Context: an optimization exercise on an open-source flow, tuned for small area, a short achievable clock period and few clock cycles per item. The choices shown serve that exercise and are no tape-out recipe.
At most, simulation tests tie the RTL to the original design; equivalence was not proved.
Power is estimated from default activity; no workload was simulated.

==> flow/design.v <==
`default_nettype none
`timescale 1 ns / 1 ps
module udp_ipv4_tx (
    input  wire             ap_clk,
    input  wire             ap_rst_n,
    input  wire  [31:0]     my_ip_addr,
    input  wire   [7:0]     ip_protocol,
    input  wire             s_axis_tx_meta_tvalid,
    output wire             s_axis_tx_meta_tready,
    input  wire [255:0]     s_axis_tx_meta_tdata,
    input  wire             s_axis_tx_data_tvalid,
    output wire             s_axis_tx_data_tready,
    input  wire  [63:0]     s_axis_tx_data_tdata,
    input  wire   [7:0]     s_axis_tx_data_tkeep,
    input  wire             s_axis_tx_data_tlast,
    output wire             m_axis_tx_data_tvalid,
    input  wire             m_axis_tx_data_tready,
    output wire   [63:0]    m_axis_tx_data_tdata,
    output wire    [7:0]    m_axis_tx_data_tkeep,
    output wire             m_axis_tx_data_tlast,
    output reg    [31:0]    datagrams_transmitted
);
reg st_h0, st_h1, st_h2, st_h3, st_dat, st_prv, st_ext;
reg st_hdr, st_fix, st_lfix;
reg  [31:0] prev_data;    
reg   [3:1] prev_keep;    
reg         len_zero;     
reg  [13:2] len_r;        
reg         meta_seen;    
wire [31:0] m_dst_ip   = s_axis_tx_meta_tdata[31:0];
wire [15:0] m_dst_port = s_axis_tx_meta_tdata[47:32];
wire [15:0] m_src_port = s_axis_tx_meta_tdata[95:80];
wire [15:0] m_len      = s_axis_tx_meta_tdata[111:96];
wire [15:0] tot_len    = {2'b00, len_r, m_len[1:0]};
wire [15:0] udp_len    = {2'b00, len_r, m_len[1:0]};
wire in_v    = s_axis_tx_data_tvalid;
wire in_last = s_axis_tx_data_tlast;
wire in_k4   = s_axis_tx_data_tkeep[4];
wire rdy     = m_axis_tx_data_tready;
wire n_vreg, n_vdat;
udp_aoi21 u_vreg (.a(st_h0), .b(meta_seen), .c(st_fix), .y(n_vreg));
udp_nand2 u_vdat (.a(st_dat), .b(in_v), .y(n_vdat));
udp_nand2 u_vout (.a(n_vreg), .b(n_vdat), .y(m_axis_tx_data_tvalid));
wire out_hs  = m_axis_tx_data_tvalid & rdy;
wire data_hs = st_dat & in_v & rdy;
assign s_axis_tx_data_tready = st_dat & rdy;
assign s_axis_tx_meta_tready = st_h3 & rdy & (len_zero | in_v);
wire n_lfix, n_ldat;
udp_inv    u_lfix (.a(st_lfix), .y(n_lfix));
udp_nand3b u_ldat (.a_n(in_k4), .b(st_dat), .c(in_last), .y(n_ldat));
udp_nand2  u_lout (.a(n_lfix), .b(n_ldat), .y(m_axis_tx_data_tlast));
assign m_axis_tx_data_tkeep[0]   = 1'b1;
assign m_axis_tx_data_tkeep[3:1] = st_ext ? prev_keep : 3'b111;
wire n_hdr;
udp_inv u_hdr (.a(st_hdr), .y(n_hdr));
genvar i;
for (i = 0; i < 4; i = i + 1) begin : g_keep
    wire n_k;
    udp_nand2 u_k   (.a(st_dat), .b(s_axis_tx_data_tkeep[i]), .y(n_k));
    udp_nand2 u_out (.a(n_hdr), .b(n_k), .y(m_axis_tx_data_tkeep[4+i]));
end
wire [31:0] lo_dst = {m_dst_ip[7:0], m_dst_ip[15:8], m_dst_ip[23:16], m_dst_ip[31:24]};
wire        n_h0;         
wire        n_h01;        
udp_inv  u_n_h0  (.a(st_h0), .y(n_h0));
udp_nor2 u_n_h01 (.a(st_h0), .b(st_h1), .y(n_h01));
for (i = 0; i < 32; i = i + 1) begin : g_lo
    wire n_dst, n_prv;
    udp_nand2 u_dst (.a(st_h2),  .b(lo_dst[i]),    .y(n_dst));
    udp_nand2 u_prv (.a(st_prv), .b(prev_data[i]), .y(n_prv));
    if (i < 8) begin : b0
        if (i < 6) begin : u
            wire n_udp;
            udp_nand2 u_udp (.a(st_h3), .b(udp_len[8+i]), .y(n_udp));
            if (i == 0 || i == 2) begin : c
                udp_nand4 u_out (.a(n_dst), .b(n_prv), .c(n_udp), .d(n_h0),
                                 .y(m_axis_tx_data_tdata[i]));
            end else begin : nc
                udp_nand3 u_out (.a(n_dst), .b(n_prv), .c(n_udp),
                                 .y(m_axis_tx_data_tdata[i]));
            end
        end else if (i == 6) begin : c6
            udp_nand3 u_out (.a(n_dst), .b(n_prv), .c(n_h01),
                             .y(m_axis_tx_data_tdata[i]));
        end else begin : c7
            udp_nand2 u_out (.a(n_dst), .b(n_prv), .y(m_axis_tx_data_tdata[i]));
        end
    end else if (i < 16) begin : b1
        wire n_pro, n_udp;
        udp_nand2 u_pro (.a(st_h1), .b(ip_protocol[i-8]), .y(n_pro));
        udp_nand2 u_udp (.a(st_h3), .b(udp_len[i-8]),     .y(n_udp));
        udp_nand4 u_out (.a(n_dst), .b(n_prv), .c(n_pro), .d(n_udp),
                         .y(m_axis_tx_data_tdata[i]));
    end else if (i < 22) begin : b2
        wire n_tot;
        udp_nand2 u_tot (.a(st_h0), .b(tot_len[i-8]), .y(n_tot));
        udp_nand3 u_out (.a(n_dst), .b(n_prv), .c(n_tot), .y(m_axis_tx_data_tdata[i]));
    end else if (i < 24) begin : b2z
        udp_nand2 u_out (.a(n_dst), .b(n_prv), .y(m_axis_tx_data_tdata[i]));
    end else begin : b3
        wire n_tot;
        udp_nand2 u_tot (.a(st_h0), .b(tot_len[i-24]), .y(n_tot));
        udp_nand3 u_out (.a(n_dst), .b(n_prv), .c(n_tot), .y(m_axis_tx_data_tdata[i]));
    end
end
wire [31:0] hi_ports = {m_dst_port[7:0], m_dst_port[15:8], m_src_port[7:0], m_src_port[15:8]};
for (i = 0; i < 32; i = i + 1) begin : g_hi
    wire n_ip, n_pt, n_dat;
    udp_nand2 u_ip  (.a(st_h1),  .b(my_ip_addr[i]),             .y(n_ip));
    udp_nand2 u_pt  (.a(st_h2),  .b(hi_ports[i]),               .y(n_pt));
    udp_nand2 u_dat (.a(st_dat), .b(s_axis_tx_data_tdata[i]),   .y(n_dat));
    udp_nand3 u_out (.a(n_ip),   .b(n_pt), .c(n_dat),           .y(m_axis_tx_data_tdata[32+i]));
end
wire to_ext = st_dat & in_last & in_k4;
always @(posedge ap_clk) begin
    if (!ap_rst_n) begin
        st_h0   <= 1'b1;
        st_h1   <= 1'b0;
        st_h2   <= 1'b0;
        st_h3   <= 1'b0;
        st_dat  <= 1'b0;
        st_prv  <= 1'b0;
        st_ext  <= 1'b0;
        st_hdr  <= 1'b1;
        st_fix  <= 1'b0;
        st_lfix <= 1'b0;
    end else if (out_hs) begin
        st_h0   <= m_axis_tx_data_tlast;
        st_h1   <= st_h0;
        st_h2   <= st_h1;
        st_h3   <= st_h2;
        st_dat  <= (st_h2 & ~len_zero) | (st_dat & ~in_last);
        st_prv  <= st_dat & (~in_last | in_k4);
        st_ext  <= to_ext;
        st_hdr  <= m_axis_tx_data_tlast | st_h0 | st_h1;
        st_fix  <= st_h0 | st_h1 | (st_h2 & len_zero) | to_ext;
        st_lfix <= (st_h2 & len_zero) | to_ext;
    end
end
always @(posedge ap_clk) begin
    if (data_hs) begin
        prev_data <= s_axis_tx_data_tdata[63:32];
        prev_keep <= s_axis_tx_data_tkeep[7:5];
    end
end
wire        len_u = st_h2 | st_h3;
wire  [3:0] len_lo = {1'b0, m_len[4:2]} + {1'b0, ~len_u, 1'b1, ~len_u};
wire  [8:0] len_ones;      
assign len_ones[0] = 1'b1;
for (i = 1; i < 9; i = i + 1) begin : g_len
    assign len_ones[i] = len_ones[i-1] & m_len[4+i];
end
wire  [8:0] len_inc = {9{len_lo[3]}} & len_ones;
always @(posedge ap_clk) begin
    len_zero  <= (m_len[13:0] == 14'd0);
    len_r     <= {m_len[13:5] ^ len_inc, len_lo[2:0]};
    meta_seen <= ap_rst_n & s_axis_tx_meta_tvalid & ~s_axis_tx_meta_tready;
end
wire [31:0] cnt_ones;
assign cnt_ones[0] = 1'b1;
for (i = 1; i < 32; i = i + 1) begin : g_cnt
    assign cnt_ones[i] = cnt_ones[i-1] & datagrams_transmitted[i-1];
end
always @(posedge ap_clk) begin
    if (!ap_rst_n)
        datagrams_transmitted <= 32'd0;
    else
        datagrams_transmitted <= datagrams_transmitted ^
                                 ({32{out_hs & m_axis_tx_data_tlast}} & cnt_ones);
end
endmodule
module udp_nand2 (input wire a, input wire b, output wire y);
assign y = ~(a & b);
endmodule
module udp_nand3 (input wire a, input wire b, input wire c, output wire y);
assign y = ~(a & b & c);
endmodule
module udp_nand4 (input wire a, input wire b, input wire c, input wire d, output wire y);
assign y = ~(a & b & c & d);
endmodule
module udp_inv (input wire a, output wire y);
assign y = ~a;
endmodule
module udp_nor2 (input wire a, input wire b, output wire y);
assign y = ~(a | b);
endmodule
module udp_nand3b (input wire a_n, input wire b, input wire c, output wire y);
assign y = ~(~a_n & b & c);
endmodule
module udp_aoi21 (input wire a, input wire b, input wire c, output wire y);
assign y = ~((a & b) | c);
endmodule
==> flow/config.mk <==
export PLATFORM = sky130hd
export DESIGN_NAME = udp_ipv4_tx
export DESIGN_NICKNAME = udp_ipv4_tx
export VERILOG_FILES = /design/flow/design.v
export SDC_FILE = /design/flow/constraint.sdc
export NUM_CORES = 4
export LEC_CHECK = 0
export CAP_MARGIN = 20
export CORE_AREA = 2.5 2.5 97.5 97.5
export DIE_AREA = 0 0 100 100
export PLACE_DENSITY = 0.7
export SETUP_SLACK_MARGIN = 2.5
export SLEW_MARGIN = 20
export SYNTH_HIERARCHICAL = 1
==> flow/constraint.sdc <==
create_clock -name core_clock -period 5.0 [get_ports {ap_clk}]
set_input_delay 1.0000 -clock core_clock [delete_from_list [all_inputs] [get_ports {ap_clk}]]
set_output_delay 1.0000 -clock core_clock [all_outputs]
set_load 0.01 [all_outputs]
standard.sh (not shown) runs the stock make flow with config.mk's settings and CLKGATE_MAP_FILE= SYNTH_SCRIPT=/design/flow/synth_recipe.tcl, a recipe that flattens the netlist after the stock synthesis.
==> flow/flow/run.sh <==
#!/bin/bash
# Standard ORFS layout (the standard.sh, unchanged synthesis), with the
# port buffers made from the smallest buffer instead of the default choice
# and the pins allowed on every routing track, so a smaller die fits them.
set -euo pipefail
export BUFFER_PORTS_ARGS="-buffer_cell sky130_fd_sc_hd__buf_1"
export PLACE_PINS_ARGS="-min_distance 1 -min_distance_in_tracks"
bash standard.sh synth > synth.log 2>&1
bash standard.sh finish > layout.log 2>&1
Testbench counts at the start, summed over its fixed seeds: cycles 93,634, packets 4,800.
Then changed:
--- a/flow/design.v
+++ b/flow/design.v
@@ -154,21 +154,38 @@
 always @(posedge ap_clk) begin
     len_zero  <= (m_len[13:0] == 14'd0);
     len_r     <= {m_len[13:5] ^ len_inc, len_lo[2:0]};
     meta_seen <= ap_rst_n & s_axis_tx_meta_tvalid & ~s_axis_tx_meta_tready;
 end
-wire [31:0] cnt_ones;
-assign cnt_ones[0] = 1'b1;
-for (i = 1; i < 32; i = i + 1) begin : g_cnt
-    assign cnt_ones[i] = cnt_ones[i-1] & datagrams_transmitted[i-1];
+wire        cnt_inc = out_hs & m_axis_tx_data_tlast;
+wire  [7:0] cnt_grp_ones;     
+wire [32:0] cnt_c;            
+assign cnt_grp_ones[0] = 1'b1;
+for (i = 1; i < 8; i = i + 1) begin : g_cnt_grp
+    assign cnt_grp_ones[i] = cnt_grp_ones[i-1] & (&datagrams_transmitted[4*i-1 -: 4]);
+end
+for (i = 0; i < 32; i = i + 1) begin : g_cnt
+    if (i % 4 == 0) begin : grp
+        assign cnt_c[i+1] = (cnt_inc & cnt_grp_ones[i/4]) & datagrams_transmitted[i];
+    end else begin : rip
+        assign cnt_c[i+1] = cnt_c[i] & datagrams_transmitted[i];
+    end
+end
+assign cnt_c[0] = 1'b0;
+wire [31:0] cnt_t;            
+for (i = 0; i < 32; i = i + 1) begin : g_cnt_t
+    if (i % 4 == 0) begin : grp
+        assign cnt_t[i] = cnt_inc & cnt_grp_ones[i/4];
+    end else begin : rip
+        assign cnt_t[i] = cnt_c[i];
+    end
 end
 always @(posedge ap_clk) begin
     if (!ap_rst_n)
         datagrams_transmitted <= 32'd0;
     else
-        datagrams_transmitted <= datagrams_transmitted ^
-                                 ({32{out_hs & m_axis_tx_data_tlast}} & cnt_ones);
+        datagrams_transmitted <= datagrams_transmitted ^ cnt_t;
 end
 endmodule
 module udp_nand2 (input wire a, input wire b, output wire y);
 assign y = ~(a & b);
 endmodule
After rerunning: The changed run completed with no timing, DRC or antenna violations. Setup slack is worse by 0.18 ns. Combinational power is about the same. Fmax shrinks by 6.7%. Global-route usage stays flat. Count of clock-buffer cells in the layout grows by 3. Critical path depth grows by 8. Sequential share of layout area grows by 0.68 points. Synthesized area shrinks by 3.8%. Wire length shrinks by 5.5%. Sequential power is about the same.
Function not checked in the second run of this note: the RTL went through the layout flow alone.

[what the ideal ports hide]
In the flow no input, the clock included, has a driving cell. The finished layouts below were timed again as built, in two steps.
Step 1 (the two cells are an assumption about what drives the block):
set clk [get_ports {ap_clk}]
set_driving_cell -lib_cell sky130_fd_sc_hd__clkbuf_16 $clk
set_driving_cell -lib_cell sky130_fd_sc_hd__buf_2 [delete_from_list [all_inputs] $clk]
Step 2 times the ports against the registers' clock, not the clock port: input delays grow and output delays shrink by t, the midpoint of the rising clock arrivals with the driver on.
a / b / c = ideal ports / drivers / drivers and shift; a / b = the first two.
| run | shift t [ns] | slack for setup (ns) | hold slack, ns | worst setup path at the end | cell pins on the clock port's net |
|---|---|---|---|---|---|
| the first run | 0.382 | 2.503 / 2.457 / 2.129 | 0.494 / 0.494 / 0.494 | input to register | 1 |
| the second run | 0.379 | 2.323 / 2.310 / 1.932 | 0.544 / 0.544 / 0.544 | input to register | 1 |
After both steps setup and hold are still met in every run listed. For the second run, which loses most, drivers alone change the setup slack by -0.013 ns; drivers and shift together by -0.391 ns.
